Background: an optimization exercise with open tools, aiming at small area and a short achievable clock period. Do not read the settings as production practice. Where RTL was checked, it was by simulation tests only, not by an equivalence proof against the original. No activity file was given, so power comes from the tool's default toggle rates.

== maple ==
==> flow/design.v <==
`timescale 1ns/1ps
module ao8 (
    input  logic [7:0] s,
    input  logic [7:0] d,
    output logic       y
);
    assign y = |(s & d);
endmodule
module ao3 (
    input  logic [2:0] s,
    input  logic [2:0] d,
    output logic       y
);
    assign y = |(s & d);
endmodule
module bist #(
    parameter size   = 6,
    parameter length = 8
)(
    input  logic                 clk,
    input  logic                 rst,
    input  logic                 start,
    input  logic                 csin,
    input  logic                 rwbarin,
    input  logic                 opr,
    input  logic [size-1:0]      address,
    input  logic [length-1:0]    datain,
    output logic [length-1:0]    dataout,
    output logic                 fail
);
    logic       NbarT;
    logic [6:0] q;
    logic       cout;
    logic       pat;        
    always_ff @(posedge clk or posedge rst) begin
        if (rst)
            NbarT <= 1'b0;
        else if (NbarT)
            NbarT <= ~cout;
        else
            NbarT <= start;
    end
    always_ff @(posedge clk) begin
        if (!NbarT) begin
            q    <= 7'd0;
            cout <= 1'b0;
        end else begin
            q    <= q + 7'd1;
            cout <= (q == 7'd127);
        end
    end
    wire q_zero = (q == 7'd0);
    always_ff @(posedge clk or posedge rst) begin
        if (rst)
            pat <= 1'b0;
        else if (NbarT && q_zero)
            pat <= 1'b1;
    end
    wire [7:0] P = {pat, 1'b0, pat, 1'b0, pat, 1'b0, pat, 1'b0};
    wire [5:0] a  = NbarT ? q[5:0] : address;
    wire       we = NbarT ? ~q[6]  : ~rwbarin;
    wire [7:0] wd = NbarT ? P      : datain;
    logic       pw;
    logic [5:0] pa;
    logic [7:0] pd;
    always_ff @(posedge clk) begin
        pw <= we;
        pa <= a;
        if (we)
            pd <= wd;
    end
    logic [7:0] mem [64];
    for (genvar r = 0; r < 64; r++) begin : g_word
        always_ff @(posedge clk) begin
            if (pw && pa == r[5:0])
                mem[r] <= pd;
        end
    end
    logic [31:0] lsel;
    always_comb begin
        for (int l = 0; l < 32; l++)
            lsel[l] = (a[4:0] == l[4:0]);
    end
    logic [7:0] cand [2];
    for (genvar j = 0; j < 2; j++) begin : g_cand
        logic [7:0] rd;
        for (genvar b = 0; b < 8; b++) begin : g_bit
            logic [31:0] col;
            logic [3:0]  part;
            for (genvar l = 0; l < 32; l++) begin : g_col
                assign col[l] = mem[j*32 + l][b];
            end
            for (genvar k = 0; k < 4; k++) begin : g_part
                ao8 u_ao (.s(lsel[k*8 +: 8]), .d(col[k*8 +: 8]), .y(part[k]));
            end
            assign rd[b] = |part;
        end
        always_ff @(posedge clk) begin
            cand[j] <= rd;
        end
    end
    wire use_pd = we || (pw && pa == a);
    logic [1:0] hsel;
    logic       psel;
    always_ff @(posedge clk) begin
        psel    <= use_pd;
        hsel[0] <= ~use_pd && ~a[5];
        hsel[1] <= ~use_pd &&  a[5];
    end
    for (genvar b = 0; b < 8; b++) begin : g_out
        ao3 u_out (.s({psel, hsel}), .d({pd[b], cand[1][b], cand[0][b]}),
                   .y(dataout[b]));
    end
    always_ff @(posedge clk or posedge rst) begin
        if (rst)
            fail <= 1'b0;
        else if (NbarT && q_zero)
            fail <= 1'b0;
        else if (NbarT && opr && q[6] && (dataout != P))
            fail <= 1'b1;
    end
endmodule
Settings: LEC_CHECK=0, CAP_MARGIN=20, CORE_MARGIN=2, CORE_UTILIZATION=60, CTS_CLUSTER_DIAMETER=120, CTS_CLUSTER_SIZE=24, SETUP_SLACK_MARGIN=3.0, SLEW_MARGIN=20, SYNTH_HIERARCHICAL=1; clock period 6.0 ns.
run.sh (not shown) runs the stock make flow with config.mk's settings and CLKGATE_MAP_FILE= SYNTH_SCRIPT=/design/flow/synth_recipe.tcl, a recipe that flattens the netlist after the stock synthesis.
> inputs changed (maple -> oak)
-- flow/design.v --
<<< maple, line 7
    assign y = |(s & d);
endmodule
module ao3 (
    input  logic [2:0] s,
    input  logic [2:0] d,
    output logic       y
);
    assign y = |(s & d);
endmodule
module bist #(
>>> oak, line 7
    assign y = |(s & d);
endmodule
module nor2m (
    input  logic a,
    input  logic b,
    output logic y
);
    assign y = ~(a | b);
endmodule
module nand2m (
    input  logic a,
    input  logic b,
    output logic y
);
    assign y = ~(a & b);
endmodule
module bist #(
<<< maple, line 61
    wire       we = NbarT ? ~q[6]  : ~rwbarin;
    wire [7:0] wd = NbarT ? P      : datain;
    logic       pw;
    logic [5:0] pa;
    logic [7:0] pd;
    always_ff @(posedge clk) begin
        pw <= we;
        pa <= a;
        if (we)
            pd <= wd;
    end
    logic [7:0] mem [64];
    for (genvar r = 0; r < 64; r++) begin : g_word
        always_ff @(posedge clk) begin
            if (pw && pa == r[5:0])
                mem[r] <= pd;
        end
    end
>>> oak, line 68
    wire       we = NbarT ? ~q[6]  : ~rwbarin;
    wire [7:0] wd = NbarT ? P      : datain;
    logic [7:0] mem [64];
    for (genvar r = 0; r < 64; r++) begin : g_word
        always_ff @(posedge clk) begin
            if (we && a == r[5:0])
                mem[r] <= wd;
        end
    end
<<< maple, line 83
    end
    logic [7:0] cand [2];
    for (genvar j = 0; j < 2; j++) begin : g_cand
        logic [7:0] rd;
>>> oak, line 81
    end
    logic [7:0] cand [2];
    logic [1:0] hsel;
    for (genvar j = 0; j < 2; j++) begin : g_cand
        logic [7:0] rd;
<<< maple, line 88
            logic [31:0] col;
            logic [3:0]  part;
            for (genvar l = 0; l < 32; l++) begin : g_col
                assign col[l] = mem[j*32 + l][b];
>>> oak, line 87
            logic [31:0] col;
            logic [3:0]  part;
            logic [1:0]  nor_part;
            for (genvar l = 0; l < 32; l++) begin : g_col
                assign col[l] = mem[j*32 + l][b];
<<< maple, line 94
                ao8 u_ao (.s(lsel[k*8 +: 8]), .d(col[k*8 +: 8]), .y(part[k]));
            end
            assign rd[b] = |part;
        end
        always_ff @(posedge clk) begin
            cand[j] <= rd;
        end
    end
    wire use_pd = we || (pw && pa == a);
    logic [1:0] hsel;
    logic       psel;
    always_ff @(posedge clk) begin
        psel    <= use_pd;
        hsel[0] <= ~use_pd && ~a[5];
        hsel[1] <= ~use_pd &&  a[5];
    end
    for (genvar b = 0; b < 8; b++) begin : g_out
        ao3 u_out (.s({psel, hsel}), .d({pd[b], cand[1][b], cand[0][b]}),
                   .y(dataout[b]));
    end
    always_ff @(posedge clk or posedge rst) begin
>>> oak, line 94
                ao8 u_ao (.s(lsel[k*8 +: 8]), .d(col[k*8 +: 8]), .y(part[k]));
            end
            nor2m u_n0 (.a(part[0]), .b(part[1]), .y(nor_part[0]));
            nor2m u_n1 (.a(part[2]), .b(part[3]), .y(nor_part[1]));
            assign rd[b] = ~(nor_part[0] & nor_part[1]);
        end
        always_ff @(posedge clk) begin
            cand[j] <= we ? wd : rd;
        end
    end
    always_ff @(posedge clk) begin
        hsel[0] <= ~a[5];
        hsel[1] <=  a[5];
    end
    for (genvar b = 0; b < 8; b++) begin : g_out
        logic [1:0] t;
        nand2m u_t0 (.a(hsel[0]), .b(cand[0][b]), .y(t[0]));
        nand2m u_t1 (.a(hsel[1]), .b(cand[1][b]), .y(t[1]));
        nand2m u_o  (.a(t[0]),    .b(t[1]),       .y(dataout[b]));
    end
    always_ff @(posedge clk or posedge rst) begin
## What came out
[compare] base=maple new=oak: final total power fell about 23%; area of all placed cells without fillers fell about 2.6%; number of nets in the layout fell about 1.7%; summed instance area of the synthesized netlist fell 0.66%; inverter count fell 17.
Between maple and oak, the difference in clock-pin slew reported for the worst setup and hold paths after clock tree synthesis is negligible.
oak ends up with a part of the total power dissipated in combinational logic that is 9.2 points lower than in maple.
Delta (oak minus maple): flip-flop and latch power shows a reduction of 16%, final weighted congestion in routability-driven placement -4.8%, global-route usage decreased by 3.9 points relative to the old numbers.
As far as remaining global-route overflow is concerned, maple and oak perform about the same.
Last element of the critical path: dataout[5] -> maple, mem[16][5]$_DFFE_PP_ -> oak
Function was not checked in any run of this note: the RTL went through the layout flow alone.

---

## v6
Another version of the RTL of bist (not shown whole).
Size: roughly 540 flip-flops, roughly 20000 um^2 of cells after synthesis.
==> module pre3k, before the edit <==
module pre3k (
    input  logic [2:0] a,
    input  logic       idle,
    input  logic       k,
    input  logic [7:0] t,
    input  logic       tk,
    output logic [7:0] y_n
);
    always_comb begin
        for (int i = 0; i < 8; i++)
            y_n[i] = ~((idle && k && a == i[2:0]) || (t[i] && tk));
    end
endmodule
==> module wdat, before the edit <==
module wdat (
    input  logic [7:0] datain,
    input  logic       idle,
    input  logic       pat,
    output logic [7:0] wd
);
    assign wd = idle ? datain : {pat, 1'b0, pat, 1'b0, pat, 1'b0, pat, 1'b0};
endmodule
==> module bist, before the edit <==
module bist #(
    parameter size   = 6,
    parameter length = 8
)(
    input  logic                 clk,
    input  logic                 rst,
    input  logic                 start,
    input  logic                 csin,
    input  logic                 rwbarin,
    input  logic                 opr,
    input  logic [size-1:0]      address,
    input  logic [length-1:0]    datain,
    output logic [length-1:0]    dataout,
    output logic                 fail
);
    logic       NbarT;
    logic       cout;
    logic [7:0] qlo;        
    logic [7:0] qhi;        
    logic       q6;         
    logic       pat;        
    wire next_T = NbarT ? ~cout : start;
    always_ff @(posedge clk or posedge rst) begin
        if (rst)
            NbarT <= 1'b0;
        else
            NbarT <= next_T;
    end
    always_ff @(posedge clk or posedge rst) begin
        if (rst) begin
            qlo <= 8'd0;
            qhi <= 8'd0;
        end else if (!next_T) begin
            qlo <= 8'd0;
            qhi <= 8'd0;
        end else if (!NbarT) begin
            qlo <= 8'd1;
            qhi <= 8'd1;
        end else begin
            qlo <= {qlo[6:0], qlo[7]};
            if (qlo[7])
                qhi <= {qhi[6:0], qhi[7]};
        end
    end
    always_ff @(posedge clk) begin
        if (!NbarT) begin
            q6   <= 1'b0;
            cout <= 1'b0;
        end else begin
            if (qlo[7] && qhi[7])
                q6 <= ~q6;
            cout <= qlo[7] && qhi[7] && q6;
        end
    end
    wire q_zero = qlo[0] && qhi[0] && !q6;
    always_ff @(posedge clk or posedge rst) begin
        if (rst)
            pat <= 1'b0;
        else if (NbarT && q_zero)
            pat <= 1'b1;
    end
    wire [7:0] P = {pat, 1'b0, pat, 1'b0, pat, 1'b0, pat, 1'b0};
    wire next_q6 = NbarT && (q6 ^ (qlo[7] && qhi[7]));
    logic idle, tr, tw;
    always_ff @(posedge clk or posedge rst) begin
        if (rst) begin
            idle <= 1'b1;
            tr   <= 1'b0;
            tw   <= 1'b0;
        end else begin
            idle <= ~next_T;
            tr   <= next_T && next_q6;
            tw   <= next_T && !next_q6;
        end
    end
    wire       we   = tw || (idle && !rwbarin);
    wire [7:0] wd   = idle ? datain : P;
    logic [7:0] rlo_n, rhi_n, wlo_n, whi_n;
    pre3k u_rlo (.a(address[2:0]), .idle(idle), .k(rwbarin),  .t(qlo), .tk(tr), .y_n(rlo_n));
    pre3u u_rhi (.a(address[5:3]), .idle(idle), .t(qhi), .y_n(rhi_n));
    pre3k u_wlo (.a(address[2:0]), .idle(idle), .k(~rwbarin), .t(qlo), .tk(tw), .y_n(wlo_n));
    pre3u u_whi (.a(address[5:3]), .idle(idle), .t(qhi), .y_n(whi_n));
    logic [63:0] rsel, wen;
    for (genvar r = 0; r < 64; r++) begin : g_sel
        nor2m u_rs (.a(rhi_n[r / 8]), .b(rlo_n[r % 8]), .y(rsel[r]));
        nor2m u_ws (.a(whi_n[r / 8]), .b(wlo_n[r % 8]), .y(wen[r]));
    end
    logic [7:0] mem [64];
    logic [7:0] wdg [4];
    for (genvar g = 0; g < 4; g++) begin : g_wd
        wdat u_wd (.datain(datain), .idle(idle), .pat(pat), .wd(wdg[g]));
    end
    for (genvar r = 0; r < 64; r++) begin : g_word
        always_ff @(posedge clk) begin
            if (wen[r])
                mem[r] <= wdg[r / 16];
        end
    end
    wire [7:0] bw = wd & {8{we}};
    logic [7:0] rd;
    for (genvar b = 0; b < 8; b++) begin : g_bit
        logic [63:0] col;
        logic [7:0]  p;
        logic [3:0]  n;
        for (genvar r = 0; r < 64; r++) begin : g_col
            assign col[r] = mem[r][b];
        end
        for (genvar m = 0; m < 8; m++) begin : g_p
            ao8 u_ao (.s(rsel[m*8 +: 8]), .d(col[m*8 +: 8]), .y(p[m]));
        end
        nor2m  u_n0 (.a(p[0]), .b(p[1]), .y(n[0]));
        nor2m  u_n1 (.a(p[2]), .b(p[3]), .y(n[1]));
        nor2m  u_n2 (.a(p[4]), .b(p[5]), .y(n[2]));
        nor3m  u_n3 (.a(p[6]), .b(p[7]), .c(bw[b]), .y(n[3]));
        nand4m u_rd (.a(n[0]), .b(n[1]), .c(n[2]), .d(n[3]), .y(rd[b]));
    end
    logic [7:0] dout;
    always_ff @(posedge clk) begin
        dout <= rd;
    end
    assign dataout = dout;
    always_ff @(posedge clk or posedge rst) begin
        if (rst)
            fail <= 1'b0;
        else if (NbarT && q_zero)
            fail <= 1'b0;
        else if (NbarT && opr && q6 && (dataout != P))
            fail <= 1'b1;
    end
endmodule
Settings: LEC_CHECK=0, CAP_MARGIN=20, CORE_MARGIN=2, CORE_UTILIZATION=60, CTS_CLUSTER_DIAMETER=120, CTS_CLUSTER_SIZE=24, SETUP_SLACK_MARGIN=3.4, SLEW_MARGIN=20, SYNTH_HIERARCHICAL=1; clock period 6.0 ns.
Input changes introduced in v7 (baseline for comparison: v6):
-- flow/design.v --
<<< v6, line 16
    assign y = ~(a & b & c & d);
endmodule
module pre3k (
    input  logic [2:0] a,
    input  logic       idle,
    input  logic       k,
    input  logic [7:0] t,
    input  logic       tk,
    output logic [7:0] y_n
);
    always_comb begin
        for (int i = 0; i < 8; i++)
            y_n[i] = ~((idle && k && a == i[2:0]) || (t[i] && tk));
    end
endmodule
>>> v7, line 16
    assign y = ~(a & b & c & d);
endmodule
module pre3 (
    input  logic [2:0] a,
    input  logic       idle,
    input  logic [7:0] t,
    input  logic       mask,
    output logic [7:0] y_n
);
    always_comb begin
        for (int i = 0; i < 8; i++)
            y_n[i] = ~(((idle && a == i[2:0]) || t[i]) && mask);
    end
endmodule
<<< v6, line 40
    end
endmodule
module wdat (
    input  logic [7:0] datain,
    input  logic       idle,
    input  logic       pat,
    output logic [7:0] wd
);
    assign wd = idle ? datain : {pat, 1'b0, pat, 1'b0, pat, 1'b0, pat, 1'b0};
endmodule
module bist #(
>>> v7, line 39
    end
endmodule
module wflag (
    input  logic test,
    input  logic q6,
    input  logic rwbarin,
    output logic we,
    output logic we_n
);
    assign we   = test ? ~q6 : ~rwbarin;
    assign we_n = ~we;
endmodule
module wdat (
    input  logic [7:0] datain,
    input  logic       test,
    input  logic       pat,
    output logic [7:0] wd
);
    assign wd = test ? {pat, 1'b0, pat, 1'b0, pat, 1'b0, pat, 1'b0} : datain;
endmodule
module bist #(
<<< v6, line 110
    end
    wire [7:0] P = {pat, 1'b0, pat, 1'b0, pat, 1'b0, pat, 1'b0};
    wire next_q6 = NbarT && (q6 ^ (qlo[7] && qhi[7]));
    logic idle, tr, tw;
    always_ff @(posedge clk or posedge rst) begin
        if (rst) begin
            idle <= 1'b1;
            tr   <= 1'b0;
            tw   <= 1'b0;
        end else begin
            idle <= ~next_T;
            tr   <= next_T && next_q6;
            tw   <= next_T && !next_q6;
        end
    end
    wire       we   = tw || (idle && !rwbarin);
    wire [7:0] wd   = idle ? datain : P;
    logic [7:0] rlo_n, rhi_n, wlo_n, whi_n;
    pre3k u_rlo (.a(address[2:0]), .idle(idle), .k(rwbarin),  .t(qlo), .tk(tr), .y_n(rlo_n));
    pre3u u_rhi (.a(address[5:3]), .idle(idle), .t(qhi), .y_n(rhi_n));
    pre3k u_wlo (.a(address[2:0]), .idle(idle), .k(~rwbarin), .t(qlo), .tk(tw), .y_n(wlo_n));
    pre3u u_whi (.a(address[5:3]), .idle(idle), .t(qhi), .y_n(whi_n));
    logic [63:0] rsel, wen;
>>> v7, line 119
    end
    wire [7:0] P = {pat, 1'b0, pat, 1'b0, pat, 1'b0, pat, 1'b0};
    wire       idle = ~NbarT;
    wire       we   = NbarT ? ~q6 : ~rwbarin;
    wire [7:0] wd   = NbarT ? P   : datain;
    logic r_we, r_we_n, w_we, w_we_n;
    wflag u_wfr (.test(NbarT), .q6(q6), .rwbarin(rwbarin), .we(r_we), .we_n(r_we_n));
    wflag u_wfw (.test(NbarT), .q6(q6), .rwbarin(rwbarin), .we(w_we), .we_n(w_we_n));
    logic [7:0] rlo_n, rhi_n, wlo_n, whi_n;
    pre3 u_rlo (.a(address[2:0]), .idle(idle), .t(qlo), .mask(r_we_n), .y_n(rlo_n));
    pre3u u_rhi (.a(address[5:3]), .idle(idle), .t(qhi), .y_n(rhi_n));
    pre3 u_wlo (.a(address[2:0]), .idle(idle), .t(qlo), .mask(w_we),   .y_n(wlo_n));
    pre3u u_whi (.a(address[5:3]), .idle(idle), .t(qhi), .y_n(whi_n));
    logic [63:0] rsel, wen;
<<< v6, line 138
    logic [7:0] wdg [4];
    for (genvar g = 0; g < 4; g++) begin : g_wd
        wdat u_wd (.datain(datain), .idle(idle), .pat(pat), .wd(wdg[g]));
    end
    for (genvar r = 0; r < 64; r++) begin : g_word
>>> v7, line 138
    logic [7:0] wdg [4];
    for (genvar g = 0; g < 4; g++) begin : g_wd
        wdat u_wd (.datain(datain), .test(NbarT), .pat(pat), .wd(wdg[g]));
    end
    for (genvar r = 0; r < 64; r++) begin : g_word
## What came out
- Going from v6 to v7, non-clock buffer count increased by about 7% relative to the old numbers, die area shows no meaningful change, maximum frequency moved up, global-route usage moved down, final critical-path setup slack now larger.
- v7 vs. v6: number of vias per cell after detailed routing went down 0.81%; total clock sinks dropped 3.
- For number of slew-limit violations in the final report, v7 and v6 come out practically identical.
- Changes observed in v7 relative to v6: final antenna diode count lost 4; clock share of power neither gained nor lost much; design area picked up an extra about 0.9%; layout sequential cell count lost 3.
- A type of the setup path with the least slack of register to register is what v7 shows, while primary input to register belongs to v6.

[afterwards: timing with drivers on the ports]
The results above use ideal ports. As a check the final layouts listed here were re-extracted and re-timed, cells and wires unchanged.
Step 1 assumes that a clkbuf_16 drives the clock port and a buf_2 every other input.
Step 2, shift: input delay + t, output delay - t, t = (earliest + latest rising clock arrival at the registers) / 2. This alone moves slack from input paths to output paths.
a / b / c = ideal / step 1 / step 2; a / b = the first two.
| run | t, ns | setup slack, ns | hold WS [ns] | latest minus earliest clock arrival (ns) | worst data-port slew with drivers (ns) |
|---|---|---|---|---|---|
| maple | 0.626 | 2.699 / 2.644 / 2.406 | 0.441 / 0.441 / 0.441 | 0.023 / 0.022 | 0.04 |
| oak | 0.614 | 2.973 / 2.980 / 2.387 | 0.403 / 0.403 / 0.403 | 0.020 / 0.020 | 0.08 |
| v6 | 0.622 | 3.368 / 3.364 / 2.742 | 0.560 / 0.560 / 0.560 | 0.024 / 0.024 | 0.08 |
| v7 | 0.609 | 3.390 / 3.390 / 2.818 | 0.606 / 0.606 / 0.606 | 0.021 / 0.021 | 0.09 |
After both steps setup and hold are still met in every run listed. For v6, which loses most, drivers alone change the setup slack by -0.004 ns; drivers and shift together by -0.626 ns.
